This design comes from an exercise in tuning for a short achievable clock period on the open sky130 flow, not from production work. Function was checked by simulation only, so behaviour that the tests miss may differ from the original. Power figures rest on the tool's default switching activity, not on a simulated workload.

==> design.v <==
module uartprobe #(
    parameter [31:0] GPO_ON_RESET      = 32'hDEAD_BEEF,
    parameter [31:0] AXI_ADDR_ON_RESET = 32'b0
)(
input             clk,
input             m_aresetn,
input             rx_valid,
input      [ 7:0] rx_data,
output            rx_ready,
output            tx_valid,
output     [ 7:0] tx_data,
input             tx_ready,
output reg [31:0] gpo,
input      [31:0] gpi,
output     [31:0] m_axi_araddr,
input             m_axi_arready,
output     [ 2:0] m_axi_arsize,
output            m_axi_arvalid,
output     [31:0] m_axi_awaddr,
input             m_axi_awready,
output     [ 2:0] m_axi_awsize,
output            m_axi_awvalid,
output            m_axi_bready,
input      [ 1:0] m_axi_bresp,
input             m_axi_bvalid,
input      [31:0] m_axi_rdata,
output            m_axi_rready,
input      [ 1:0] m_axi_rresp,
input             m_axi_rvalid,
output reg [31:0] m_axi_wdata,
input             m_axi_wready,
output     [ 3:0] m_axi_wstrb,
output            m_axi_wvalid
);
reg         st_idle;
reg  [3:0]  st_gpo_rd;       
reg  [3:0]  st_gpo_wr;       
reg  [3:0]  st_adr_rd;       
reg  [3:0]  st_adr_wr;       
reg  [3:0]  st_dat_rd;       
reg  [3:0]  st_dat_wr;       
reg         st_rst_rd;       
reg         st_rct_wr;       
reg         st_wst_rd;       
reg         st_wct_wr;       
reg         st_rd;           
reg         st_wr;           
reg         tx_valid_q;      
reg  [31:0] st_gpi_rd;       
reg         rx_ready_r;      
reg         idle_rr;         
reg         wr_rr;           
reg  [ 7:0] tx_oth;          
reg         axi_rd_go;
reg         axi_wr_go;
reg         axi_wa_go;
reg  [31:0] axi_addr;        
reg  [31:0] addr_i;          
reg  [31:2] p4_q;            
reg  [31:0] axi_data;
reg         axi_ctrl_ae;
reg         axi_ctrl_rv;
reg         axi_ctrl_wv;
reg  [ 1:0] axi_ctrl_rr;
reg  [ 1:0] axi_ctrl_wr;
uartprobe_and2 u_rx_ready (.a(rx_ready_r), .b(rx_valid), .y(rx_ready));
assign tx_valid      = tx_valid_q;
genvar gb;
generate
    for (gb = 0; gb < 8; gb = gb + 1) begin : g_tx
        wire n0, n1, n2, n3;
        uartprobe_nand2 u_n0 (.a(st_gpi_rd[     gb]), .b(gpi[     gb]), .y(n0));
        uartprobe_nand2 u_n1 (.a(st_gpi_rd[ 8 + gb]), .b(gpi[ 8 + gb]), .y(n1));
        uartprobe_nand2 u_n2 (.a(st_gpi_rd[16 + gb]), .b(gpi[16 + gb]), .y(n2));
        uartprobe_a21oi u_n3 (.a1(st_gpi_rd[24 + gb]), .a2(gpi[24 + gb]),
                              .b1(tx_oth[gb]), .y(n3));
        uartprobe_nand4 u_o  (.a(n0), .b(n1), .c(n2), .d(n3), .y(tx_data[gb]));
    end
endgenerate
assign m_axi_arsize  = 3'b0;
assign m_axi_arvalid = axi_rd_go;
assign m_axi_awsize  = 3'b0;
assign m_axi_awvalid = axi_wa_go;
assign m_axi_bready  = m_axi_bvalid;
assign m_axi_rready  = m_axi_rvalid;
assign m_axi_wstrb   = 4'b1111;
assign m_axi_wvalid  = axi_wr_go;
assign m_axi_araddr  = axi_addr;
assign m_axi_awaddr  = axi_addr;
wire [5:0]  rc      = rx_data[5:0];
wire        enter;                            
wire        wr_acc;                           
uartprobe_and2 u_enter  (.a(idle_rr), .b(rx_valid), .y(enter));
uartprobe_and2 u_wr_acc (.a(wr_rr),   .b(rx_valid), .y(wr_acc));
wire        hold_rd = ~tx_ready;              
wire        hold_wr = ~wr_acc;                
wire        hold    = (st_rd & hold_rd) | (st_wr & hold_wr);
wire        n_idle  = st_idle ? ~(idle_rr & rx_valid & (rc != 6'h01)) : ~hold;
reg  [3:0]  d_gpi_rd, d_gpo_rd, d_gpo_wr, d_adr_rd, d_adr_wr, d_dat_rd, d_dat_wr;
integer i;
always @(*) begin
    for (i = 0; i < 4; i = i + 1) begin
        d_gpi_rd[i] = (rc == 6'h02 + i);
        d_gpo_rd[i] = (rc == 6'h06 + i);
        d_gpo_wr[i] = (rc == 6'h0A + i);
        d_adr_rd[i] = (rc == 6'h0E + i);
        d_adr_wr[i] = (rc == 6'h12 + i);
        d_dat_rd[i] = (rc == 6'h16 + i);
        d_dat_wr[i] = (rc == 6'h1A + i);
    end
end
wire        d_rst_rd = (rc == 6'h1E);
wire        d_rct_wr = (rc == 6'h1F);
wire        d_wst_rd = (rc == 6'h20);
wire        d_wct_wr = (rc == 6'h21);
wire        d_rd     = (|d_gpi_rd) | (|d_gpo_rd) | (|d_adr_rd) | (|d_dat_rd) |
                       d_rst_rd | d_wst_rd;
wire        d_wr     = (|d_gpo_wr) | (|d_adr_wr) | (|d_dat_wr) |
                       d_rct_wr | d_wct_wr;
wire [3:0]  n_gpo_rd = enter ? d_gpo_rd : st_gpo_rd & {4{hold_rd}};
wire [3:0]  n_gpo_wr = enter ? d_gpo_wr : st_gpo_wr & {4{hold_wr}};
wire [3:0]  n_adr_rd = enter ? d_adr_rd : st_adr_rd & {4{hold_rd}};
wire [3:0]  n_adr_wr = enter ? d_adr_wr : st_adr_wr & {4{hold_wr}};
wire [3:0]  n_dat_rd = enter ? d_dat_rd : st_dat_rd & {4{hold_rd}};
wire [3:0]  n_dat_wr = enter ? d_dat_wr : st_dat_wr & {4{hold_wr}};
wire        n_rst_rd = enter ? d_rst_rd : st_rst_rd & hold_rd;
wire        n_rct_wr = enter ? d_rct_wr : st_rct_wr & hold_wr;
wire        n_wst_rd = enter ? d_wst_rd : st_wst_rd & hold_rd;
wire        n_wct_wr = enter ? d_wct_wr : st_wct_wr & hold_wr;
wire        n_rd     = enter ? d_rd     : st_rd & hold_rd;
wire        n_wr     = enter ? d_wr     : st_wr & hold_wr;
always @(posedge clk, negedge m_aresetn) begin : p_fsm
    if (!m_aresetn) begin
        st_idle    <= 1'b0;
        st_gpo_rd  <= 4'b0;
        st_gpo_wr  <= 4'b0;
        st_adr_rd  <= 4'b0;
        st_adr_wr  <= 4'b0;
        st_dat_rd  <= 4'b0;
        st_dat_wr  <= 4'b0;
        st_rst_rd  <= 1'b0;
        st_rct_wr  <= 1'b0;
        st_wst_rd  <= 1'b0;
        st_wct_wr  <= 1'b0;
        st_rd      <= 1'b0;
        st_wr      <= 1'b0;
        tx_valid_q <= 1'b0;
        st_gpi_rd  <= 32'b0;
        idle_rr    <= 1'b0;
        wr_rr      <= 1'b0;
    end else begin
        st_idle    <= n_idle;
        st_gpo_rd  <= n_gpo_rd;
        st_gpo_wr  <= n_gpo_wr;
        st_adr_rd  <= n_adr_rd;
        st_adr_wr  <= n_adr_wr;
        st_dat_rd  <= n_dat_rd;
        st_dat_wr  <= n_dat_wr;
        st_rst_rd  <= n_rst_rd;
        st_rct_wr  <= n_rct_wr;
        st_wst_rd  <= n_wst_rd;
        st_wct_wr  <= n_wct_wr;
        st_rd      <= n_rd;
        st_wr      <= n_wr;
        tx_valid_q <= enter ? d_rd : tx_valid_q & hold_rd;
        for (i = 0; i < 32; i = i + 1)
            st_gpi_rd[i] <= enter ? d_gpi_rd[i / 8] : st_gpi_rd[i] & hold_rd;
        idle_rr    <= n_idle & rx_valid;
        wr_rr      <= n_wr & rx_valid;
    end
end
always @(posedge clk) rx_ready_r <= rx_valid;
wire        ctl_wr  = st_rct_wr | st_wct_wr;
wire        go_set  = st_wct_wr & rx_valid & rx_data[0];
wire        rv_d    = m_axi_rvalid | (axi_ctrl_rv & ~(st_rst_rd & tx_ready));
wire        wv_d    = m_axi_bvalid | (axi_ctrl_wv & ~(st_wst_rd & tx_ready));
wire [ 1:0] rr_d    = m_axi_rvalid ? m_axi_rresp : axi_ctrl_rr;
wire [ 1:0] wr_d    = m_axi_bvalid ? m_axi_bresp : axi_ctrl_wr;
wire [31:0] data_d  = m_axi_rvalid ? m_axi_rdata : axi_data;
wire        inc     = (m_axi_rvalid | m_axi_bvalid) & axi_ctrl_ae;
wire [31:0] addr_p4 = {p4_q, addr_i[1:0]};
wire [31:2] p4_p4;           
uartprobe_inc30 u_inc (.a(p4_q), .y(p4_p4));
reg  [31:0] addr_wr;         
always @(*) begin
    addr_wr = addr_i;
    if (wr_acc) begin
        if (st_adr_wr[0]) addr_wr[ 7: 0] = rx_data;
        if (st_adr_wr[1]) addr_wr[15: 8] = rx_data;
        if (st_adr_wr[2]) addr_wr[23:16] = rx_data;
        if (st_adr_wr[3]) addr_wr[31:24] = rx_data;
    end
end
wire [31:0] addr_d;          
wire [31:0] addr_di;         
wire [31:0] addr_ri;         
generate
    for (gb = 0; gb < 32; gb = gb + 1) begin : g_addr
        uartprobe_mux2 u_d  (.s(inc), .a(addr_wr[gb]), .b(addr_p4[gb]), .y(addr_d[gb]));
        uartprobe_mux2 u_di (.s(inc), .a(addr_wr[gb]), .b(addr_p4[gb]), .y(addr_di[gb]));
        uartprobe_mux2 u_ri (.s(inc), .a(addr_i[gb]),  .b(addr_p4[gb]), .y(addr_ri[gb]));
    end
endgenerate
wire [7:0]  rx_p1  = rx_data + 8'd1;
wire [7:2]  rx_p10 = rx_data[7:2] + 6'd1;
wire        rx_one = &rx_data;
wire        rx_one0 = &rx_data[7:2];
wire [3:0]  a_one  = {&addr_i[31:24], &addr_i[23:16], &addr_i[15:8], &addr_i[7:2]};
wire [31:0] a_p1   = {addr_i[31:24] + 8'd1, addr_i[23:16] + 8'd1,
                      addr_i[15:8] + 8'd1, addr_i[7:2] + 6'd1, 2'b00};
reg  [31:0] p4w;
reg         cy;
integer n, k;
always @(*) begin
    p4w = addr_p4;
    cy  = 1'b0;
    for (n = 0; n < 4; n = n + 1) begin
        if (st_adr_wr[n]) begin
            cy = 1'b1;
            for (k = 0; k < n; k = k + 1)
                cy = cy & a_one[k];
            if (n == 0) begin
                p4w[7:2] = rx_p10;
                cy = rx_one0;
            end else begin
                p4w[8 * n +: 8] = cy ? rx_p1 : rx_data;
                cy = cy & rx_one;
            end
            for (k = n + 1; k < 4; k = k + 1) begin
                p4w[8 * k +: 8] = cy ? a_p1[8 * k +: 8] : addr_i[8 * k +: 8];
                cy = cy & a_one[k];
            end
        end
    end
end
wire        adr_wr_acc = wr_acc & (|st_adr_wr);
wire [31:2] p4_d = inc ? p4_p4 : adr_wr_acc ? p4w[31:2] : p4_q;
always @(posedge clk, negedge m_aresetn) begin : p_axi_go
    if (!m_aresetn) begin
        axi_rd_go <= 1'b0;
        axi_wa_go <= 1'b0;
        axi_wr_go <= 1'b0;
    end else begin
        if (m_axi_arready)
            axi_rd_go <= 1'b0;
        else if (st_rct_wr && rx_valid && rx_data[0])
            axi_rd_go <= 1'b1;
        if (m_axi_awready)
            axi_wa_go <= 1'b0;
        else if (go_set)
            axi_wa_go <= 1'b1;
        if (m_axi_wready)
            axi_wr_go <= 1'b0;
        else if (go_set)
            axi_wr_go <= 1'b1;
    end
end
always @(posedge clk, negedge m_aresetn) begin : p_axi_ctrl
    if (!m_aresetn) begin
        axi_ctrl_ae <= 1'b1;
        axi_ctrl_rv <= 1'b1;
        axi_ctrl_wv <= 1'b1;
    end else begin
        if (ctl_wr && rx_valid)
            axi_ctrl_ae <= rx_data[1];
        axi_ctrl_rv <= rv_d;
        axi_ctrl_wv <= wv_d;
    end
end
always @(posedge clk) begin : p_axi_resp
    axi_ctrl_rr <= rr_d;
    axi_ctrl_wr <= wr_d;
    axi_data    <= data_d;
end
always @(posedge clk) begin : p_axi_wdata
    if (st_dat_wr[0] && rx_valid) m_axi_wdata[ 7: 0] <= rx_data;
    if (st_dat_wr[1] && rx_valid) m_axi_wdata[15: 8] <= rx_data;
    if (st_dat_wr[2] && rx_valid) m_axi_wdata[23:16] <= rx_data;
    if (st_dat_wr[3] && rx_valid) m_axi_wdata[31:24] <= rx_data;
end
always @(posedge clk, negedge m_aresetn) begin : p_axi_addr
    if (!m_aresetn) begin
        axi_addr <= AXI_ADDR_ON_RESET;
        addr_i   <= AXI_ADDR_ON_RESET;
        p4_q     <= AXI_ADDR_ON_RESET[31:2] + 30'd1;
    end else begin
        axi_addr <= addr_d;
        addr_i   <= addr_di;
        p4_q     <= p4_d;
    end
end
always @(posedge clk, negedge m_aresetn) begin : p_gpo
    if (!m_aresetn) begin
        gpo <= GPO_ON_RESET;
    end else begin
        if (st_gpo_wr[0] && rx_valid) gpo[ 7: 0] <= rx_data;
        if (st_gpo_wr[1] && rx_valid) gpo[15: 8] <= rx_data;
        if (st_gpo_wr[2] && rx_valid) gpo[23:16] <= rx_data;
        if (st_gpo_wr[3] && rx_valid) gpo[31:24] <= rx_data;
    end
end
wire [ 7:0] rst_d   = {rr_d[0], 2'b00, rv_d, 2'b00, axi_ctrl_ae, 1'b0};
wire [ 7:0] wst_d   = {wr_d[0], 2'b00, wv_d, 2'b00, axi_ctrl_ae, 1'b0};
wire [ 7:0] n_tx_oth;
generate
    for (gb = 0; gb < 8; gb = gb + 1) begin : g_tx_oth
        wire e0, e1, e2, e3, e4, e5, e6, ey0, ey1;    
        wire s0, s1, s2, s3, s4, s5, s6, sy0, sy1;    
        wire ne0, ne1, ns;
        uartprobe_a22oi u_e0 (.a1(d_gpo_rd[0]), .a2(gpo[gb]),          .b1(d_gpo_rd[1]), .b2(gpo[8 + gb]),      .y(e0));
        uartprobe_a22oi u_e1 (.a1(d_gpo_rd[2]), .a2(gpo[16 + gb]),     .b1(d_gpo_rd[3]), .b2(gpo[24 + gb]),     .y(e1));
        uartprobe_a22oi u_e2 (.a1(d_adr_rd[0]), .a2(addr_ri[gb]),      .b1(d_adr_rd[1]), .b2(addr_ri[8 + gb]),  .y(e2));
        uartprobe_a22oi u_e3 (.a1(d_adr_rd[2]), .a2(addr_ri[16 + gb]), .b1(d_adr_rd[3]), .b2(addr_ri[24 + gb]), .y(e3));
        uartprobe_a22oi u_e4 (.a1(d_dat_rd[0]), .a2(data_d[gb]),       .b1(d_dat_rd[1]), .b2(data_d[8 + gb]),   .y(e4));
        uartprobe_a22oi u_e5 (.a1(d_dat_rd[2]), .a2(data_d[16 + gb]),  .b1(d_dat_rd[3]), .b2(data_d[24 + gb]),  .y(e5));
        uartprobe_a22oi u_s0 (.a1(st_gpo_rd[0]), .a2(gpo[gb]),          .b1(st_gpo_rd[1]), .b2(gpo[8 + gb]),      .y(s0));
        uartprobe_a22oi u_s1 (.a1(st_gpo_rd[2]), .a2(gpo[16 + gb]),     .b1(st_gpo_rd[3]), .b2(gpo[24 + gb]),     .y(s1));
        uartprobe_a22oi u_s2 (.a1(st_adr_rd[0]), .a2(addr_ri[gb]),      .b1(st_adr_rd[1]), .b2(addr_ri[8 + gb]),  .y(s2));
        uartprobe_a22oi u_s3 (.a1(st_adr_rd[2]), .a2(addr_ri[16 + gb]), .b1(st_adr_rd[3]), .b2(addr_ri[24 + gb]), .y(s3));
        uartprobe_a22oi u_s4 (.a1(st_dat_rd[0]), .a2(data_d[gb]),       .b1(st_dat_rd[1]), .b2(data_d[8 + gb]),   .y(s4));
        uartprobe_a22oi u_s5 (.a1(st_dat_rd[2]), .a2(data_d[16 + gb]),  .b1(st_dat_rd[3]), .b2(data_d[24 + gb]),  .y(s5));
        if (gb == 1 || gb == 4 || gb == 7) begin : g_st
            uartprobe_a22oi u_e6 (.a1(d_rst_rd),  .a2(rst_d[gb]), .b1(d_wst_rd),  .b2(wst_d[gb]), .y(e6));
            uartprobe_a22oi u_s6 (.a1(st_rst_rd), .a2(rst_d[gb]), .b1(st_wst_rd), .b2(wst_d[gb]), .y(s6));
            uartprobe_nand3 u_ey1 (.a(e4), .b(e5), .c(e6), .y(ey1));
            uartprobe_nand3 u_sy1 (.a(s4), .b(s5), .c(s6), .y(sy1));
        end else begin : g_nst
            uartprobe_nand2 u_ey1 (.a(e4), .b(e5), .y(ey1));
            uartprobe_nand2 u_sy1 (.a(s4), .b(s5), .y(sy1));
        end
        uartprobe_nand4 u_ey0 (.a(e0), .b(e1), .c(e2), .d(e3), .y(ey0));
        uartprobe_nand4 u_sy0 (.a(s0), .b(s1), .c(s2), .d(s3), .y(sy0));
        uartprobe_nand2 u_ne0 (.a(enter), .b(ey0), .y(ne0));
        uartprobe_nand2 u_ne1 (.a(enter), .b(ey1), .y(ne1));
        uartprobe_o21ai u_ns  (.a1(sy0), .a2(sy1), .b1(hold_rd), .y(ns));
        uartprobe_nand3 u_n   (.a(ne0), .b(ne1), .c(ns), .y(n_tx_oth[gb]));
    end
endgenerate
always @(posedge clk, negedge m_aresetn) begin : p_tx_oth
    if (!m_aresetn)
        tx_oth <= 8'b0;
    else
        tx_oth <= n_tx_oth;
end
endmodule
module uartprobe_nand2 (input a, input b, output y);
    assign y = ~(a & b);
endmodule
module uartprobe_and2 (input a, input b, output y);
    assign y = a & b;
endmodule
module uartprobe_a21oi (input a1, input a2, input b1, output y);
    assign y = ~((a1 & a2) | b1);
endmodule
module uartprobe_nand4 (input a, input b, input c, input d, output y);
    assign y = ~(a & b & c & d);
endmodule
module uartprobe_inc30 (input [29:0] a, output [29:0] y);
    wire p1_1;
    wire p1_2;
    wire p1_3;
    wire p1_4;
    wire p1_5;
    wire p1_6;
    wire p1_7;
    wire p1_8;
    wire p1_9;
    wire p1_10;
    wire p1_11;
    wire p1_12;
    wire p1_13;
    wire p1_14;
    wire p1_15;
    wire p1_16;
    wire p1_17;
    wire p1_18;
    wire p1_19;
    wire p1_20;
    wire p1_21;
    wire p1_22;
    wire p1_23;
    wire p1_24;
    wire p1_25;
    wire p1_26;
    wire p1_27;
    wire p1_28;
    wire i_a_0;
    wire p2_2;
    wire p2_3;
    wire p2_4;
    wire p2_5;
    wire p2_6;
    wire p2_7;
    wire p2_8;
    wire p2_9;
    wire p2_10;
    wire p2_11;
    wire p2_12;
    wire p2_13;
    wire p2_14;
    wire p2_15;
    wire p2_16;
    wire p2_17;
    wire p2_18;
    wire p2_19;
    wire p2_20;
    wire p2_21;
    wire p2_22;
    wire p2_23;
    wire p2_24;
    wire p2_25;
    wire p2_26;
    wire p2_27;
    wire p2_28;
    wire p3_4;
    wire i_p1_1;
    wire p3_5;
    wire p3_6;
    wire p3_7;
    wire p3_8;
    wire p3_9;
    wire p3_10;
    wire p3_11;
    wire p3_12;
    wire p3_13;
    wire p3_14;
    wire p3_15;
    wire p3_16;
    wire p3_17;
    wire p3_18;
    wire p3_19;
    wire p3_20;
    wire p3_21;
    wire p3_22;
    wire p3_23;
    wire p3_24;
    wire p3_25;
    wire p3_26;
    wire p3_27;
    wire p3_28;
    wire p4_8;
    wire p4_9;
    wire i_p2_2;
    wire p4_10;
    wire i_p2_3;
    wire p4_11;
    wire p4_12;
    wire p4_13;
    wire p4_14;
    wire p4_15;
    wire p4_16;
    wire p4_17;
    wire p4_18;
    wire p4_19;
    wire p4_20;
    wire p4_21;
    wire p4_22;
    wire p4_23;
    wire p4_24;
    wire p4_25;
    wire p4_26;
    wire p4_27;
    wire p4_28;
    wire p5_16;
    wire p5_17;
    wire p5_18;
    wire p5_19;
    wire i_p3_4;
    wire p5_20;
    wire i_p3_5;
    wire p5_21;
    wire i_p3_6;
    wire p5_22;
    wire i_p3_7;
    wire p5_23;
    wire p5_24;
    wire p5_25;
    wire p5_26;
    wire p5_27;
    wire p5_28;
    uartprobe_nand2 u1 (.a(a[1]), .b(a[0]), .y(p1_1));
    uartprobe_nand2 u2 (.a(a[2]), .b(a[1]), .y(p1_2));
    uartprobe_nand2 u3 (.a(a[3]), .b(a[2]), .y(p1_3));
    uartprobe_nand2 u4 (.a(a[4]), .b(a[3]), .y(p1_4));
    uartprobe_nand2 u5 (.a(a[5]), .b(a[4]), .y(p1_5));
    uartprobe_nand2 u6 (.a(a[6]), .b(a[5]), .y(p1_6));
    uartprobe_nand2 u7 (.a(a[7]), .b(a[6]), .y(p1_7));
    uartprobe_nand2 u8 (.a(a[8]), .b(a[7]), .y(p1_8));
    uartprobe_nand2 u9 (.a(a[9]), .b(a[8]), .y(p1_9));
    uartprobe_nand2 u10 (.a(a[10]), .b(a[9]), .y(p1_10));
    uartprobe_nand2 u11 (.a(a[11]), .b(a[10]), .y(p1_11));
    uartprobe_nand2 u12 (.a(a[12]), .b(a[11]), .y(p1_12));
    uartprobe_nand2 u13 (.a(a[13]), .b(a[12]), .y(p1_13));
    uartprobe_nand2 u14 (.a(a[14]), .b(a[13]), .y(p1_14));
    uartprobe_nand2 u15 (.a(a[15]), .b(a[14]), .y(p1_15));
    uartprobe_nand2 u16 (.a(a[16]), .b(a[15]), .y(p1_16));
    uartprobe_nand2 u17 (.a(a[17]), .b(a[16]), .y(p1_17));
    uartprobe_nand2 u18 (.a(a[18]), .b(a[17]), .y(p1_18));
    uartprobe_nand2 u19 (.a(a[19]), .b(a[18]), .y(p1_19));
    uartprobe_nand2 u20 (.a(a[20]), .b(a[19]), .y(p1_20));
    uartprobe_nand2 u21 (.a(a[21]), .b(a[20]), .y(p1_21));
    uartprobe_nand2 u22 (.a(a[22]), .b(a[21]), .y(p1_22));
    uartprobe_nand2 u23 (.a(a[23]), .b(a[22]), .y(p1_23));
    uartprobe_nand2 u24 (.a(a[24]), .b(a[23]), .y(p1_24));
    uartprobe_nand2 u25 (.a(a[25]), .b(a[24]), .y(p1_25));
    uartprobe_nand2 u26 (.a(a[26]), .b(a[25]), .y(p1_26));
    uartprobe_nand2 u27 (.a(a[27]), .b(a[26]), .y(p1_27));
    uartprobe_nand2 u28 (.a(a[28]), .b(a[27]), .y(p1_28));
    uartprobe_inv u29 (.a(a[0]), .y(i_a_0));
    uartprobe_nor2 u30 (.a(p1_2), .b(i_a_0), .y(p2_2));
    uartprobe_nor2 u31 (.a(p1_3), .b(p1_1), .y(p2_3));
    uartprobe_nor2 u32 (.a(p1_4), .b(p1_2), .y(p2_4));
    uartprobe_nor2 u33 (.a(p1_5), .b(p1_3), .y(p2_5));
    uartprobe_nor2 u34 (.a(p1_6), .b(p1_4), .y(p2_6));
    uartprobe_nor2 u35 (.a(p1_7), .b(p1_5), .y(p2_7));
    uartprobe_nor2 u36 (.a(p1_8), .b(p1_6), .y(p2_8));
    uartprobe_nor2 u37 (.a(p1_9), .b(p1_7), .y(p2_9));
    uartprobe_nor2 u38 (.a(p1_10), .b(p1_8), .y(p2_10));
    uartprobe_nor2 u39 (.a(p1_11), .b(p1_9), .y(p2_11));
    uartprobe_nor2 u40 (.a(p1_12), .b(p1_10), .y(p2_12));
    uartprobe_nor2 u41 (.a(p1_13), .b(p1_11), .y(p2_13));
    uartprobe_nor2 u42 (.a(p1_14), .b(p1_12), .y(p2_14));
    uartprobe_nor2 u43 (.a(p1_15), .b(p1_13), .y(p2_15));
    uartprobe_nor2 u44 (.a(p1_16), .b(p1_14), .y(p2_16));
    uartprobe_nor2 u45 (.a(p1_17), .b(p1_15), .y(p2_17));
    uartprobe_nor2 u46 (.a(p1_18), .b(p1_16), .y(p2_18));
    uartprobe_nor2 u47 (.a(p1_19), .b(p1_17), .y(p2_19));
    uartprobe_nor2 u48 (.a(p1_20), .b(p1_18), .y(p2_20));
    uartprobe_nor2 u49 (.a(p1_21), .b(p1_19), .y(p2_21));
    uartprobe_nor2 u50 (.a(p1_22), .b(p1_20), .y(p2_22));
    uartprobe_nor2 u51 (.a(p1_23), .b(p1_21), .y(p2_23));
    uartprobe_nor2 u52 (.a(p1_24), .b(p1_22), .y(p2_24));
    uartprobe_nor2 u53 (.a(p1_25), .b(p1_23), .y(p2_25));
    uartprobe_nor2 u54 (.a(p1_26), .b(p1_24), .y(p2_26));
    uartprobe_nor2 u55 (.a(p1_27), .b(p1_25), .y(p2_27));
    uartprobe_nor2 u56 (.a(p1_28), .b(p1_26), .y(p2_28));
    uartprobe_nand2 u57 (.a(p2_4), .b(a[0]), .y(p3_4));
    uartprobe_inv u58 (.a(p1_1), .y(i_p1_1));
    uartprobe_nand2 u59 (.a(p2_5), .b(i_p1_1), .y(p3_5));
    uartprobe_nand2 u60 (.a(p2_6), .b(p2_2), .y(p3_6));
    uartprobe_nand2 u61 (.a(p2_7), .b(p2_3), .y(p3_7));
    uartprobe_nand2 u62 (.a(p2_8), .b(p2_4), .y(p3_8));
    uartprobe_nand2 u63 (.a(p2_9), .b(p2_5), .y(p3_9));
    uartprobe_nand2 u64 (.a(p2_10), .b(p2_6), .y(p3_10));
    uartprobe_nand2 u65 (.a(p2_11), .b(p2_7), .y(p3_11));
    uartprobe_nand2 u66 (.a(p2_12), .b(p2_8), .y(p3_12));
    uartprobe_nand2 u67 (.a(p2_13), .b(p2_9), .y(p3_13));
    uartprobe_nand2 u68 (.a(p2_14), .b(p2_10), .y(p3_14));
    uartprobe_nand2 u69 (.a(p2_15), .b(p2_11), .y(p3_15));
    uartprobe_nand2 u70 (.a(p2_16), .b(p2_12), .y(p3_16));
    uartprobe_nand2 u71 (.a(p2_17), .b(p2_13), .y(p3_17));
    uartprobe_nand2 u72 (.a(p2_18), .b(p2_14), .y(p3_18));
    uartprobe_nand2 u73 (.a(p2_19), .b(p2_15), .y(p3_19));
    uartprobe_nand2 u74 (.a(p2_20), .b(p2_16), .y(p3_20));
    uartprobe_nand2 u75 (.a(p2_21), .b(p2_17), .y(p3_21));
    uartprobe_nand2 u76 (.a(p2_22), .b(p2_18), .y(p3_22));
    uartprobe_nand2 u77 (.a(p2_23), .b(p2_19), .y(p3_23));
    uartprobe_nand2 u78 (.a(p2_24), .b(p2_20), .y(p3_24));
    uartprobe_nand2 u79 (.a(p2_25), .b(p2_21), .y(p3_25));
    uartprobe_nand2 u80 (.a(p2_26), .b(p2_22), .y(p3_26));
    uartprobe_nand2 u81 (.a(p2_27), .b(p2_23), .y(p3_27));
    uartprobe_nand2 u82 (.a(p2_28), .b(p2_24), .y(p3_28));
    uartprobe_nor2 u83 (.a(p3_8), .b(i_a_0), .y(p4_8));
    uartprobe_nor2 u84 (.a(p3_9), .b(p1_1), .y(p4_9));
    uartprobe_inv u85 (.a(p2_2), .y(i_p2_2));
    uartprobe_nor2 u86 (.a(p3_10), .b(i_p2_2), .y(p4_10));
    uartprobe_inv u87 (.a(p2_3), .y(i_p2_3));
    uartprobe_nor2 u88 (.a(p3_11), .b(i_p2_3), .y(p4_11));
    uartprobe_nor2 u89 (.a(p3_12), .b(p3_4), .y(p4_12));
    uartprobe_nor2 u90 (.a(p3_13), .b(p3_5), .y(p4_13));
    uartprobe_nor2 u91 (.a(p3_14), .b(p3_6), .y(p4_14));
    uartprobe_nor2 u92 (.a(p3_15), .b(p3_7), .y(p4_15));
    uartprobe_nor2 u93 (.a(p3_16), .b(p3_8), .y(p4_16));
    uartprobe_nor2 u94 (.a(p3_17), .b(p3_9), .y(p4_17));
    uartprobe_nor2 u95 (.a(p3_18), .b(p3_10), .y(p4_18));
    uartprobe_nor2 u96 (.a(p3_19), .b(p3_11), .y(p4_19));
    uartprobe_nor2 u97 (.a(p3_20), .b(p3_12), .y(p4_20));
    uartprobe_nor2 u98 (.a(p3_21), .b(p3_13), .y(p4_21));
    uartprobe_nor2 u99 (.a(p3_22), .b(p3_14), .y(p4_22));
    uartprobe_nor2 u100 (.a(p3_23), .b(p3_15), .y(p4_23));
    uartprobe_nor2 u101 (.a(p3_24), .b(p3_16), .y(p4_24));
    uartprobe_nor2 u102 (.a(p3_25), .b(p3_17), .y(p4_25));
    uartprobe_nor2 u103 (.a(p3_26), .b(p3_18), .y(p4_26));
    uartprobe_nor2 u104 (.a(p3_27), .b(p3_19), .y(p4_27));
    uartprobe_nor2 u105 (.a(p3_28), .b(p3_20), .y(p4_28));
    uartprobe_nand2 u106 (.a(p4_16), .b(a[0]), .y(p5_16));
    uartprobe_nand2 u107 (.a(p4_17), .b(i_p1_1), .y(p5_17));
    uartprobe_nand2 u108 (.a(p4_18), .b(p2_2), .y(p5_18));
    uartprobe_nand2 u109 (.a(p4_19), .b(p2_3), .y(p5_19));
    uartprobe_inv u110 (.a(p3_4), .y(i_p3_4));
    uartprobe_nand2 u111 (.a(p4_20), .b(i_p3_4), .y(p5_20));
    uartprobe_inv u112 (.a(p3_5), .y(i_p3_5));
    uartprobe_nand2 u113 (.a(p4_21), .b(i_p3_5), .y(p5_21));
    uartprobe_inv u114 (.a(p3_6), .y(i_p3_6));
    uartprobe_nand2 u115 (.a(p4_22), .b(i_p3_6), .y(p5_22));
    uartprobe_inv u116 (.a(p3_7), .y(i_p3_7));
    uartprobe_nand2 u117 (.a(p4_23), .b(i_p3_7), .y(p5_23));
    uartprobe_nand2 u118 (.a(p4_24), .b(p4_8), .y(p5_24));
    uartprobe_nand2 u119 (.a(p4_25), .b(p4_9), .y(p5_25));
    uartprobe_nand2 u120 (.a(p4_26), .b(p4_10), .y(p5_26));
    uartprobe_nand2 u121 (.a(p4_27), .b(p4_11), .y(p5_27));
    uartprobe_nand2 u122 (.a(p4_28), .b(p4_12), .y(p5_28));
    uartprobe_inv u123 (.a(a[0]), .y(y[0]));
    uartprobe_xor2 u124 (.a(a[1]), .b(a[0]), .y(y[1]));
    uartprobe_xnor2 u125 (.a(a[2]), .b(p1_1), .y(y[2]));
    uartprobe_xor2 u126 (.a(a[3]), .b(p2_2), .y(y[3]));
    uartprobe_xor2 u127 (.a(a[4]), .b(p2_3), .y(y[4]));
    uartprobe_xnor2 u128 (.a(a[5]), .b(p3_4), .y(y[5]));
    uartprobe_xnor2 u129 (.a(a[6]), .b(p3_5), .y(y[6]));
    uartprobe_xnor2 u130 (.a(a[7]), .b(p3_6), .y(y[7]));
    uartprobe_xnor2 u131 (.a(a[8]), .b(p3_7), .y(y[8]));
    uartprobe_xor2 u132 (.a(a[9]), .b(p4_8), .y(y[9]));
    uartprobe_xor2 u133 (.a(a[10]), .b(p4_9), .y(y[10]));
    uartprobe_xor2 u134 (.a(a[11]), .b(p4_10), .y(y[11]));
    uartprobe_xor2 u135 (.a(a[12]), .b(p4_11), .y(y[12]));
    uartprobe_xor2 u136 (.a(a[13]), .b(p4_12), .y(y[13]));
    uartprobe_xor2 u137 (.a(a[14]), .b(p4_13), .y(y[14]));
    uartprobe_xor2 u138 (.a(a[15]), .b(p4_14), .y(y[15]));
    uartprobe_xor2 u139 (.a(a[16]), .b(p4_15), .y(y[16]));
    uartprobe_xnor2 u140 (.a(a[17]), .b(p5_16), .y(y[17]));
    uartprobe_xnor2 u141 (.a(a[18]), .b(p5_17), .y(y[18]));
    uartprobe_xnor2 u142 (.a(a[19]), .b(p5_18), .y(y[19]));
    uartprobe_xnor2 u143 (.a(a[20]), .b(p5_19), .y(y[20]));
    uartprobe_xnor2 u144 (.a(a[21]), .b(p5_20), .y(y[21]));
    uartprobe_xnor2 u145 (.a(a[22]), .b(p5_21), .y(y[22]));
    uartprobe_xnor2 u146 (.a(a[23]), .b(p5_22), .y(y[23]));
    uartprobe_xnor2 u147 (.a(a[24]), .b(p5_23), .y(y[24]));
    uartprobe_xnor2 u148 (.a(a[25]), .b(p5_24), .y(y[25]));
    uartprobe_xnor2 u149 (.a(a[26]), .b(p5_25), .y(y[26]));
    uartprobe_xnor2 u150 (.a(a[27]), .b(p5_26), .y(y[27]));
    uartprobe_xnor2 u151 (.a(a[28]), .b(p5_27), .y(y[28]));
    uartprobe_xnor2 u152 (.a(a[29]), .b(p5_28), .y(y[29]));
endmodule
module uartprobe_mux2 (input s, input a, input b, output y);
    assign y = s ? b : a;
endmodule
module uartprobe_nor2 (input a, input b, output y);
    assign y = ~(a | b);
endmodule
module uartprobe_inv (input a, output y);
    assign y = ~a;
endmodule
module uartprobe_xor2 (input a, input b, output y);
    assign y = a ^ b;
endmodule
module uartprobe_xnor2 (input a, input b, output y);
    assign y = ~(a ^ b);
endmodule
module uartprobe_nand3 (input a, input b, input c, output y);
    assign y = ~(a & b & c);
endmodule
module uartprobe_a22oi (input a1, input a2, input b1, input b2, output y);
    assign y = ~((a1 & a2) | (b1 & b2));
endmodule
module uartprobe_o21ai (input a1, input a2, input b1, output y);
    assign y = ~((a1 | a2) & b1);
endmodule
==> run.sh <==
#!/bin/bash
# synth_recipe.tcl (not shown) runs the flow's synth.tcl, then flattens the netlist and writes it again
# the make line also repeats each setting of config.mk as NAME=value (left out here)
make -C /OpenROAD-flow-scripts/flow DESIGN_CONFIG=/design/flow/config.mk WORK_HOME=/design/flow/orfs CLKGATE_MAP_FILE= SYNTH_SCRIPT=/design/flow/synth_recipe.tcl finish
==> config.mk <==
export PLATFORM = sky130hd
export DESIGN_NAME = uartprobe
export DESIGN_NICKNAME = uartprobe
export VERILOG_FILES = /design/flow/design.v
export SDC_FILE = /design/flow/constraint.sdc
export NUM_CORES = 4
export LEC_CHECK = 0
export ABC_CLOCK_PERIOD_IN_PS = 1500
export CAP_MARGIN = 20
export CORE_MARGIN = 2
export CORE_UTILIZATION = 40
export SETUP_SLACK_MARGIN = 2.6
export SLEW_MARGIN = 20
export SYNTH_HIERARCHICAL = 1
==> constraint.sdc <==
create_clock -name core_clock -period 4.5 [get_ports {clk}]
set_input_delay 0.9000 -clock core_clock [delete_from_list [all_inputs] [get_ports {clk}]]
set_output_delay 0.9000 -clock core_clock [all_outputs]
set_load 0.01 [all_outputs]
==> results.tsv, run 1 <==
stage	metric	value	unit
routing	drc	0	
yosys	yosysTopAreaCell	dfrtp_1	
grt	top_usage_layer	met2	
flow_run	timing.max_cap.violations	0	
placed_design	numPlacedInstances	2145	
placed_design	gp_congestion	0.961	
grt	gr-total-overflow	0	
grt	grt_start_max_net_pins	88	
timing	slew-limit-headroom	49.5	%
yosys	ys_top_cells_by_area	dfrtp_1 (29%), mux2_4 (9.3%), a22oi_2 (8.2%)	
routing	wl	54500	um
floorplan	core_area	38500	um2
yosys	synth.top_cell.area_share	28.7	%
floorplan	die_h	201	um
routing	vias	13022	
timing	whs	0.386	ns
yosys	syn_inst	1471	
grt	gr-usage-met2	42.4	%
min_path	min_path_type	input port to async pin	
routing	drtIter0Drc	1049	
floorplan	start_util	40.4	%
routing	ant_nets	0	
floorplan	die_x	201	um
power_and_ir_drop	peakVddDrop	278	uV
run_status	status	no timing/DRC/antenna violations	
yosys	ys.flop_type	dfrtp_1	
yosys	synth_common_cells	nand2_1 (228), dfrtp_1 (178), nor2_1 (103)	
critical_path	crit_type	input port to flip-flop	
yosys	ys_ff_latch	273	
critical_path	arrival	2.76	ns
clock_tree	path_clk_slew	0.06	ns
grt	antenna_found_initial	0	
timing	worst_clock_skew	0.00820	ns
critical_path	required	4.94	ns
timing	rsz0062_at_grt	yes	
critical_path	crit_family	simple AND/OR/NAND/NOR gates	
critical_path	worst-path-stages	9	
clock_tree	cts_tree	yes	
final_layout	drive_above_1_share	45.2	%
placed_design	dpl.hpwl	37100	um
floorplan	row_count	72	
power_and_ir_drop	finalPower	9.46	mW
critical_path	worstPathCellList	buf_8 > buf_6 > ha_4 > nand4_4 > or4_4 > a21oi_4 > mux2_4 > a2111oi_4 > a21oi_1	
clock_tree	cts_buffers	31	
timing	fmax	430	MHz
clock_tree	cts-root-buf	clkbuf_16	
clock_tree	htreeDepth	1	
final_layout	area.growth.synth_to_final	36.1	%
yosys	ys_seq_area_share	44.1	%
yosys	yosysWarnings	7	
yosys	synth-async-reset-ratio	75.5	%
grt	use_met1	35.4	%
critical_path	critPathLaunchType	input port	
timing	tightest_slew	0.758	ns
critical_path	crit_path_end_kind	flip-flop	
routing	routedWlPerCell	23.2	um
critical_path	crit_buf_inv	2	
yosys	synth_cell_types	65	
critical_path	r2r_setup_slack	2.21	ns
timing	fin_crit_sh	51.7	%
critical_path	critical-path-max-stage-delay	0.56	ns
floorplan	io_pins	238	
clock_tree	insertion_delay	0.57	ns
timing	drv_slew	0	
critical_path	reg2reg_to	p4_q[25]	
timing	hold_viol_final	0	
clock_tree	clk_path_buf_depth	3	
timing	setup_viol	0	
placed_design	numPortBuffers	225	
yosys	syn_avg_cell_area	10.6	um2
critical_path	rr_worst_depth	5	
power_and_ir_drop	powerDensity	447	nW/um2
grt	grt_pass1_vias	12914	
floorplan	die-area	40400	um2
yosys	synth_most_common_cell	nand2_1	
critical_path	r2r_start	st_adr_wr[1]	
grt	grt_pass1_wl	80700	um
clock_tree	clock-sinks	273	
power_and_ir_drop	p_leak	9.16	nW
final_layout	final_nets	1903	
critical_path	crit_fanout	4	
grt	gr-usage-met3	4.79	%
routing	viasPerCell	5.55	
timing	fin_crit	2.33	ns
critical_path	critPathSlowestCell	or4_4	
grt	grt_use_total	26.0	%
final_layout	fin_cells	2348	
routing	first_pass_iters	5	
yosys	netlist_area	15500	um2
timing	fin_tns_setup	0	ns
yosys	synth-edff-count	32	
final_layout	antenna_cells	0	
==> per-stage QoR <==
step           utilization, %  instance area, um2  setup WS, ns
5_1_grt                  55.0               21100          2.13
2_1_floorplan               -               16300          1.74
3_3_place_gp             48.2               18600         0.802
4_1_cts                  53.1               20400          2.15
6_report                 55.0               21100          2.17
3_5_place_dp             48.3               18600         0.815
==> layout by cell type (no fill, tap or decap), types with 33 or more instances in the layout <==
master,Yosys,final
clkbuf_16,0,33
xnor2_1,51,47
dfxtp_1,35,35
buf_2,5,111
mux2_4,96,108
clkdlybuf4s50_1,0,37
o21ai_0,78,60
buf_6,1,69
dfrtp_1,178,160
a21o_1,38,38
nor2_1,103,84
buf_4,46,127
a22oi_2,102,103
mux2_2,66,54
nand2_1,228,210
nand4_1,34,34
nand3_1,38,36
==> what timing repair did <==
item	CTS	global route
hold buffers	0	0
endpoints found under the setup margin	312	247
gates resized for setup	865	90
buffers inserted	93	41
pin swaps	51	44
cloned	6	5
==> layer usage <==
| metal | up-vias | wire length (um) |
|---|---|---|
| met3 | 92 | 3510 |
| met2 | 488 | 25800 |
| met1 | 6505 | 23700 |
| li1 | 5937 | - |
| met5 | - | 0 |
| met4 | 0 | 1520 |
==> how the worst max path moves through the flow <==
stage                      start        end  slack (ns)
CTS                    addr_i[9]   p4_q[25]        2.15
finish                rx_data[2]   p4_q[25]        2.17
global placement      rx_data[1]   p4_q[25]        0.80
global route          rx_data[2]   p4_q[25]        2.13
detailed placement    rx_data[1]  tx_oth[3]        0.81
floorplan           m_axi_rvalid  tx_oth[0]        1.74
==> report_power, final <==
part           internal, mW  total, mW  switching, mW
Sequential             2.96       3.59          0.634
Clock                  1.58       2.61           1.03
Combinational          1.67       3.26           1.59
Total                  6.21       9.46           3.25
==> modules after synthesis (local to each module, per instance), a selection <==
module | flops+latches | times used | cells inside
uartprobe_inv | 0 | 9 | 1
uartprobe | 273 | 1 | 1014
uartprobe_xor2 | 0 | 11 | 1
uartprobe_xnor2 | 0 | 18 | 1
uartprobe_and2 | 0 | 3 | 1
uartprobe_nand2 | 0 | 116 | 1
uartprobe_nand3 | 0 | 14 | 1
uartprobe_a22oi | 0 | 102 | 1
uartprobe_a21oi | 0 | 8 | 1
uartprobe_nand4 | 0 | 24 | 1
uartprobe_mux2 | 0 | 96 | 1
==> cell families after synthesis <==
| kind of cell | after synthesis | share of synthesized area [%] |
|---|---|---|
| muxes | 166 | 14.3 |
| AOI/OAI and AO/OA | 342 | 18.2 |
| adders and majority gates | 13 | 1.05 |
| other | 2 | 0.0484 |
| buffers and inverters | 133 | 4.42 |
| and+or+nand+nor | 467 | 13.6 |
| DFF | 273 | 44.1 |
| xor gates and xnor gates | 75 | 4.23 |
==> flip-flops by register name, summed over array words and instances (netlist names), 4 cells and up <==
name	flops
st_dat_wr	4
st_gpi_rd	32
addr_i	32
st_gpo_rd	4
m_axi_wdata	32
st_dat_rd	4
tx_oth	8
st_gpo_wr	4
axi_data	32
gpo	32
p4_q	30
axi_addr	32
st_adr_wr	4
st_adr_rd	4
==> cell type report <==
type	count	area [um2]
inverters	22	155
repair buffers	398	3500
fillers	3423	17300
well taps	518	648
flip-flops and latches	273	6880
repair inverters	3	41.3
clock buffers	45	878
clock inverters	13	174
multi-input cells	1076	8870
==> run 2, diff against run 1 <==
--- a/design.v
+++ b/design.v
@@ -213,7 +213,6 @@
 integer n, k;
 always @(*) begin
     p4w = addr_p4;
-    cy  = 1'b0;
     for (n = 0; n < 4; n = n + 1) begin
         if (st_adr_wr[n]) begin
             cy = 1'b1;
--- a/config.mk
+++ b/config.mk
@@ -9,6 +9,6 @@
 export CAP_MARGIN = 20
 export CORE_MARGIN = 2
 export CORE_UTILIZATION = 40
-export SETUP_SLACK_MARGIN = 2.6
+export SETUP_SLACK_MARGIN = 2.35
 export SLEW_MARGIN = 20
 export SYNTH_HIERARCHICAL = 1
==> run 2 against run 1 <==
Die area shrank 0.79%. Register-to-register slack gained 0.15 ns. Maximum frequency grew 2.0%. Cell count shrank 4.0%. Hold slack gained 0.059 ns. Global-route usage shrank 1.8 points. First-iteration DRC count shrank 3.1%. Sequential cell count is the same. Largest power group unchanged. Highest routed layer unchanged.
==> results.tsv, run 2 <==
stage	metric	value	unit
routing	ant_nets	0	
placed_design	numPortBuffers	225	
routing	drc	0	
critical_path	worstPathCellList	buf_6 > a21oi_2 > nand4_1 > buf_2	
critical_path	arrival	1.38	ns
floorplan	die_h	200	um
final_layout	final_nets	1816	
yosys	synth_cell_types	64	
final_layout	drive_above_1_share	36.7	%
power_and_ir_drop	combPwrFrac	31.8	%
timing	worst_clock_skew	0.0125	ns
grt	grt_start_max_net_pins	112	
power_and_ir_drop	powerDensity	441	nW/um2
floorplan	start_util	40.8	%
min_path	min_path_type	input port to async pin	
flow_run	timing.max_cap.violations	0	
placed_design	dpl.hpwl	34900	um
yosys	yosysTopAreaCell	dfrtp_1	
floorplan	die-area	40100	um2
timing	setup_viol	0	
critical_path	r2r_setup_slack	2.36	ns
critical_path	crit_fanout	1	
yosys	ys_seq_area_share	44.5	%
timing	fin_crit	2.28	ns
final_layout	layout_common_cells	nand2_1 (223), dfrtp_1 (165), a22oi_2 (102), mux2_4 (98), buf_4 (97)	
critical_path	crit_type	input port to output port	
power_and_ir_drop	pwr-share-seq	38.7	%
routing	drtIter0Drc	1016	
yosys	synth_common_cells	nand2_1 (232), dfrtp_1 (178), a22oi_2 (102)	
routing	vias	12498	
yosys	ys_ff_latch	273	
yosys	netlist_area	15400	um2
timing	tightest_slew	0.945	ns
clock_tree	cts_buffers	31	
power_and_ir_drop	p_leak	8.56	nW
yosys	ys.flop_type	dfrtp_1	
timing	hold_viol_final	0	
final_layout	area.growth.synth_to_final	29.7	%
critical_path	required	3.60	ns
clock_tree	clk_path_buf_depth	3	
clock_tree	clock-sinks	273	
yosys	synth_most_common_cell	nand2_1	
critical_path	crit_buf_inv	2	
power_and_ir_drop	switching_share	32.9	%
floorplan	io_pins	238	
critical_path	r2r_start	p4_q[2]	
critical_path	critical-path-max-stage-delay	0.15	ns
floorplan	row_count	71	
clock_tree	cts-root-buf	clkbuf_16	
grt	grt_pass1_vias	12306	
power_and_ir_drop	p_switching	2.90	mW
critical_path	rr_worst_depth	9	
timing	drv_slew	0	
critical_path	reg2reg_to	p4_q[29]	
timing	rsz0062_at_grt	yes	
routing	viasPerCell	5.54	
critical_path	critPathLaunchType	input port	
timing	slew-limit-headroom	36.8	%
yosys	ys_top_cells_by_area	dfrtp_1 (29%), mux2_4 (9.4%), a22oi_2 (8.3%)	
yosys	synth-async-reset-ratio	75.5	%
power_and_ir_drop	p_int	5.91	mW
timing	fin_tns_setup	0	ns
routing	wl	49800	um
critical_path	crit_family	buffers and inverters	
power_and_ir_drop	peakVddDrop	333	uV
timing	fin_crit_sh	50.7	%
grt	grt_pass1_wl	76100	um
clock_tree	cts_tree	yes	
power_and_ir_drop	power_frac_clock	29.5	%
clock_tree	htreeDepth	1	
final_layout	antenna_cells	0	
yosys	syn_avg_cell_area	10.6	um2
floorplan	core_area	37800	um2
clock_tree	insertion_delay	0.59	ns
grt	grt_use_total	24.2	%
floorplan	die_x	200	um
placed_design	gp_congestion	0.984	
final_layout	utilization	52.9	%
clock_tree	path_clk_slew	0.06	ns
routing	routedWlPerCell	22.1	um
critical_path	critPathSlowestCell	buf_2	
final_layout	fill_cells	3397	
yosys	yosysWarnings	7	
final_layout	final_common_cell	nand2_1	
timing	fmax	438	MHz
yosys	synth-edff-count	32	
yosys	synth.top_cell.area_share	28.9	%
grt	antenna_found_initial	0	
run_status	status	no timing/DRC/antenna violations	
routing	first_pass_iters	5	
critical_path	crit_path_end_kind	output port	
yosys	syn_inst	1447	
grt	gr-total-overflow	0	
clock_tree	holdBufCountCts	0	
run 2: cell types whose count changed in the layout (fill, tap and decap cells not counted), moves of 10 or more:
| cell | change |
|---|---|
| buf_2 | -78 |
| clkdlybuf4s15_1 | +77 |
| buf_4 | -30 |
| buf_6 | -30 |
| o21ai_0 | +19 |
| mux2_2 | +15 |
| clkbuf_2 | +14 |
| buf_12 | -13 |
| nand2_1 | +13 |
| mux2_4 | -10 |
run 2: power groups by stage:
stage          combinational (mW)  clock (mW)  sequential [mW]
3_3_place_gp                 2.50           0             3.52
5_1_grt                      2.99        2.76             3.47
4_1_cts                      2.76        2.66             3.40
6_report                     2.80        2.60             3.41
3_5_place_dp                 2.51           0             3.54
2_1_floorplan                1.56           0             3.44
run 2: what timing repair did:
item | in CTS | in global routing
endpoints found under the setup margin | 311 | 136
resized for setup | 603 | 69
pin swaps | 29 | 8
cloned | 3 | 2
setup buffers | 59 | 10
run 2: metrics by stage:
stage	std cells	setup slack (ns)	total power [mW]	area, um2	hold slack [ns]
global route	2254	2.18	9.21	20000	0.491
CTS	2241	2.16	8.82	19800	0.465
finish	2254	2.22	8.81	20000	0.445
global placement	2121	0.738	6.03	18200	0.460
floorplan	1455	1.71	5.01	15700	0.442
detailed placement	2121	0.713	6.05	18200	0.467
run 2: final cells by class:
| class | count | area (um2) | area share [%] |
|---|---|---|---|
| clock buffers | 47 | 927 | 4.64 |
| well taps | 511 | 639 | 3.20 |
| repair inverters | 3 | 33.8 | 0.169 |
| repair buffers | 331 | 2970 | 14.9 |
| flip-flops and latches | 273 | 6870 | 34.4 |
| clock inverters | 11 | 130 | 0.651 |
| inverters | 18 | 115 | 0.576 |
| multi-input cells | 1060 | 8290 | 41.5 |
run 2: modules after synthesis (local to each module, per instance), excerpt:
| module | copies in the design | area (um2) |
|---|---|---|
| uartprobe | 1 | 11400 |
| uartprobe_a21oi | 8 | 8.76 |
| uartprobe_and2 | 3 | 6.26 |
| uartprobe_inv | 9 | 3.75 |
| uartprobe_nor2 | 48 | 3.75 |
| uartprobe_o21ai | 8 | 5.00 |
| uartprobe_xnor2 | 18 | 8.76 |
run 2: worst reg2reg max path: cells and delay by family, from the launching register on:
family / cells / cell delay (ns)
flops: 1 / 0.58
simple gates: 4 / 0.65
compound gates: 2 / 0.48
xor+xnor: 1 / 0.20
buf+inv: 2 / 0.16
run 2: routing by layer:
| metal | up-vias | track usage [%] | routed length (um) |
|---|---|---|---|
| met5 | - | 0 | 0 |
| met2 | 467 | 40.6 | 23600 |
| met3 | 113 | 4.00 | 3230 |
| li1 | 5716 | - | - |
| met4 | 0 | 7.76 | 1740 |
| met1 | 6202 | 31.8 | 21300 |
run 2: cells by family after synthesis:
logic type,count (synthesis),synth area share [%]
other,2,0.0488
XOR/XNOR,74,4.21
buffers and inverters,123,4.19
adder cells (fa/ha/maj),13,1.06
AND/OR/NAND/NOR,456,13.2
flip-flops,273,44.5
AO/OA/AOI/OAI,337,18.1
multiplexers,169,14.7
run 2: how the worst max path moves through the flow:
stage,startpoint,endpoint,cells past startpoint
finish,gpi[25],tx_data[1],4
global route,tx_oth[0],tx_data[0],3
CTS,m_axi_rvalid,m_axi_rready,3
detailed placement,rx_data[3],tx_oth[1],8
global placement,rx_data[3],tx_oth[1],8
floorplan,m_axi_rvalid,tx_oth[0],11
==> run 3, diff against run 2 <==
--- a/design.v
+++ b/design.v
@@ -213,6 +213,7 @@
 integer n, k;
 always @(*) begin
     p4w = addr_p4;
+    cy  = 1'b0;
     for (n = 0; n < 4; n = n + 1) begin
         if (st_adr_wr[n]) begin
             cy = 1'b1;
--- a/config.mk
+++ b/config.mk
@@ -8,7 +8,7 @@
 export ABC_CLOCK_PERIOD_IN_PS = 1500
 export CAP_MARGIN = 20
 export CORE_MARGIN = 2
-export CORE_UTILIZATION = 40
-export SETUP_SLACK_MARGIN = 2.35
+export CORE_UTILIZATION = 30
+export SETUP_SLACK_MARGIN = 2.6
 export SLEW_MARGIN = 20
 export SYNTH_HIERARCHICAL = 1
==> run 3 against run 2 <==
Clock skew fell by 0.0024 ns. Clock-buffer cell count is 2 higher. Routed wire length grew 13%. Synthesized cell count up 1.7%. Worst setup slack got worse by 0.058 ns. Critical path type unchanged. Critical endpoint is now tx_data[5]. Highest routed layer unchanged.
==> results.tsv, run 3 <==
stage	metric	value	unit
routing	drtIter0Drc	925	
final_layout	drive_above_1_share	46.7	%
routing	routedWlPerCell	22.4	um
timing	fin_tns_setup	0	ns
critical_path	r2r_start	addr_i[10]	
timing	hold_viol_final	0	
grt	antenna_found_initial	0	
final_layout	area.growth.synth_to_final	38.9	%
yosys	synth.top_cell.area_share	28.7	%
run_status	status	no timing/DRC/antenna violations	
clock_tree	cts-root-buf	clkbuf_16	
timing	tightest_slew	0.845	ns
grt	grt_pass1_vias	12874	
placed_design	gp_congestion	0.965	
floorplan	start_util	30.3	%
timing	fin_crit_sh	52.0	%
yosys	synth_cell_types	65	
power_and_ir_drop	p_leak	9.20	nW
routing	ant_nets	0	
floorplan	die-area	53600	um2
yosys	synth-edff-count	32	
critical_path	crit_fanout	1	
critical_path	crit_path_end_kind	output port	
placed_design	placed_area	18800	um2
timing	worst_clock_skew	0.0101	ns
critical_path	r2r_setup_slack	2.28	ns
critical_path	critPathLaunchType	input port	
grt	gr-total-overflow	0	
yosys	ys_top_cells_by_area	dfrtp_1 (29%), mux2_4 (9.3%), a22oi_2 (8.2%)	
timing	setup_viol	0	
routing	vias	13024	
final_layout	antenna_cells	0	
final_layout	fin_cells	2505	
critical_path	required	3.60	ns
routing	viasPerCell	5.20	
critical_path	endpoint	tx_data[5]	
yosys	yosysWarnings	7	
routing	first_pass_iters	6	
timing	slew-limit-headroom	43.7	%
placed_design	dpl.hpwl	38700	um
final_layout	design_area	21600	um2
clock_tree	cts_tree	yes	
yosys	synthSimpleGateAreaFrac	13.6	%
flow_run	timing.max_cap.violations	0	
floorplan	die_h	232	um
timing	fmax	427	MHz
final_layout	final_nets	1898	
placed_design	numPortBuffers	225	
yosys	ys.flop_type	dfrtp_1	
yosys	ys_seq_area_share	44.1	%
power_and_ir_drop	powerDensity	444	nW/um2
yosys	syn_inst	1471	
yosys	synth_xor_area_share	4.23	%
critical_path	crit_type	input port to output port	
final_layout	layout_common_cells	nand2_1 (208), dfrtp_1 (152), buf_4 (121), buf_2 (108), a22oi_2 (104)	
power_and_ir_drop	finalPower	9.58	mW
critical_path	worstSetupStartpoint	gpi[13]	
placed_design	dp_slack	0.739	ns
timing	fin_crit	2.34	ns
grt	grt_use_total	20.3	%
min_path	min_path_type	input port to async pin	
yosys	netlist_area	15500	um2
power_and_ir_drop	peakVddDrop	364	uV
timing	setup_ws	2.16	ns
yosys	synthMuxAreaShare	14.3	%
yosys	synth_common_cells	nand2_1 (228), dfrtp_1 (178), nor2_1 (103)	
clock_tree	holdBufCountCts	0	
routing	drc	0	
yosys	yosysTopAreaCell	dfrtp_1	
yosys	synth-async-reset-ratio	75.5	%
clock_tree	path_clk_slew	0.06	ns
floorplan	row_count	83	
routing	wl	56200	um
grt	grt_pass1_wl	83200	um
clock_tree	clk_path_buf_depth	3	
timing	drv_slew	0	
clock_tree	clock-sinks	273	
grt	grt_start_max_net_pins	96	
yosys	synth_fa_ha_area_share	1.05	%
critical_path	arrival	1.44	ns
clock_tree	cts_buffers	31	
yosys	synth_compound_area_share	18.2	%
timing	rsz0062_at_grt	yes	
final_layout	final_common_cell	nand2_1	
placed_design	numPlacedInstances	2306	
floorplan	io_pins	238	
clock_tree	htreeDepth	1	
yosys	synth_most_common_cell	nand2_1	
floorplan	die_x	232	um
clock_tree	insertion_delay	0.59	ns
yosys	ys_ff_latch	273	
yosys	synth_top_family_by_area	compound AO/OA/AOI/OAI gates	
critical_path	rr_worst_depth	6	
critical_path	reg2reg_to	p4_q[25]	
floorplan	core_area	51200	um2
yosys	syn_avg_cell_area	10.6	um2
run 3: changes by cell type in the layout (fill, tap and decap cells not counted), sizes merged, moves of 5 or more:
cell and delta:
nor2 +8, mux2 -5, and3 +6, dlygate4sd2 +5, o21ai -10, o22ai -5
clkdlybuf4s15 -79, clkbuf -13, buf +154, a21oi +12
run 3: worst min path at each step:
stage	slack, ns	endpoint
6_report	0.40	st_gpi_rd[1]
5_1_grt	0.46	st_gpi_rd[17]
4_1_cts	0.42	st_gpi_rd[17]
3_5_place_dp	0.47	st_rd
3_3_place_gp	0.46	st_rd
2_1_floorplan	0.45	st_gpi_rd[10]
run 3: per-stage QoR:
stage	util [%]	hold slack (ns)
floorplan	-	0.450
finish	42.1	0.396
CTS	40.8	0.417
detailed placement	36.7	0.466
global placement	36.6	0.460
global route	42.1	0.458
run 3: cell type report:
class	instances	area, um2
Sequential cell	273	6890
Clock buffer	49	997
Multi-Input combinational cell	1074	8980
Timing Repair Buffer	398	3640
Clock inverter	9	66.3
Tap cell	680	851
Fill cell	4853	29600
Inverter	22	156
run 3: metal layers:
metal	routed length (um)	part of all wire [%]	track usage, %	vias up
met5	0	0	0	-
met4	2180	3.9	7.02	0
met3	3590	6.4	3.51	123
met2	26400	47	33.2	473
met1	24000	43	27.0	6501
li1	-	-	-	5927
run 3: modules after synthesis, one instance, submodules excluded, excerpt:
module | cells | times used | area, um2 | flops+latches
uartprobe_xnor2 | 1 | 18 | 8.76 | 0
uartprobe_nand2 | 1 | 116 | 3.75 | 0
uartprobe_and2 | 1 | 3 | 6.26 | 0
uartprobe_nor2 | 1 | 48 | 3.75 | 0
uartprobe_inv | 1 | 9 | 3.75 | 0
uartprobe_xor2 | 1 | 11 | 8.76 | 0
uartprobe_a22oi | 1 | 102 | 12.5 | 0
uartprobe_nand4 | 1 | 24 | 6.26 | 0
uartprobe_mux2 | 1 | 96 | 15.0 | 0
uartprobe_o21ai | 1 | 8 | 5.00 | 0
uartprobe_nand3 | 1 | 14 | 5.00 | 0
uartprobe | 1014 | 1 | 11600 | 273
uartprobe_a21oi | 1 | 8 | 8.76 | 0
run 3: cell families after synthesis:
family	after synthesis
other	2
AOI/OAI and AO/OA	342
DFF	273
adders and majority gates	13
xor gates and xnor gates	75
buffers and inverters	133
muxes	166
and+or+nand+nor	467
run 3: timing repair:
item                                    4_1_cts  5_1_grt
hold endpoints to repair                      0        0
resized for setup                           899       82
buffers inserted                             90       43
endpoints found under the setup margin      339      209
pin swaps                                    77       50
gates cloned                                  7        1
run 3: where the power goes:
| group | internal, mW | leakage [nW] | switching [mW] |
|---|---|---|---|
| registers | 2.97 | 3.15 | 0.611 |
| clock network | 1.52 | 0.528 | 1.07 |
| logic | 1.75 | 5.53 | 1.66 |
| total | 6.24 | 9.20 | 3.34 |
run 3: worst max-delay path, stage by stage:
cell           delay, ns
dlygate4sd2_1       0.23
nand2_1             0.05
nand4_1             0.10
buf_2               0.16

-- afterwards: timing with drivers on the ports --
In the flow no input, the clock included, has a driving cell. The finished layouts below were timed again as built, in two steps. Step 1, drivers: a clkbuf_16 drives clk and a buf_2 each remaining input, both assumed. Step 2 times the ports against the registers' clock, not the clock port: input delays grow and output delays shrink by t, the midpoint of the rising clock arrivals with the driver on. Slacks: no drivers / after step 1 / after step 2; pairs: no drivers / after step 1.
| run | t, ns | setup WS [ns] | latest minus earliest clock arrival (ns) | slew at the worst register clock pin (ns) | worst slew at a driven data input, ns |
|---|---|---|---|---|---|
| run 1 | 0.619 | 2.173 / 2.178 / 1.559 | 0.011 / 0.010 | 0.06 / 0.06 | 0.07 |
| run 2 | 0.640 | 2.218 / 2.173 / 1.735 | 0.014 / 0.014 | 0.07 / 0.07 | 0.06 |
| run 3 | 0.643 | 2.160 / 2.126 / 1.611 | 0.010 / 0.011 | 0.07 / 0.07 | 0.06 |
After both steps every run listed still meets setup and hold. For run 1, which loses most, drivers alone change the setup slack by +0.005 ns; drivers and shift together by -0.614 ns.
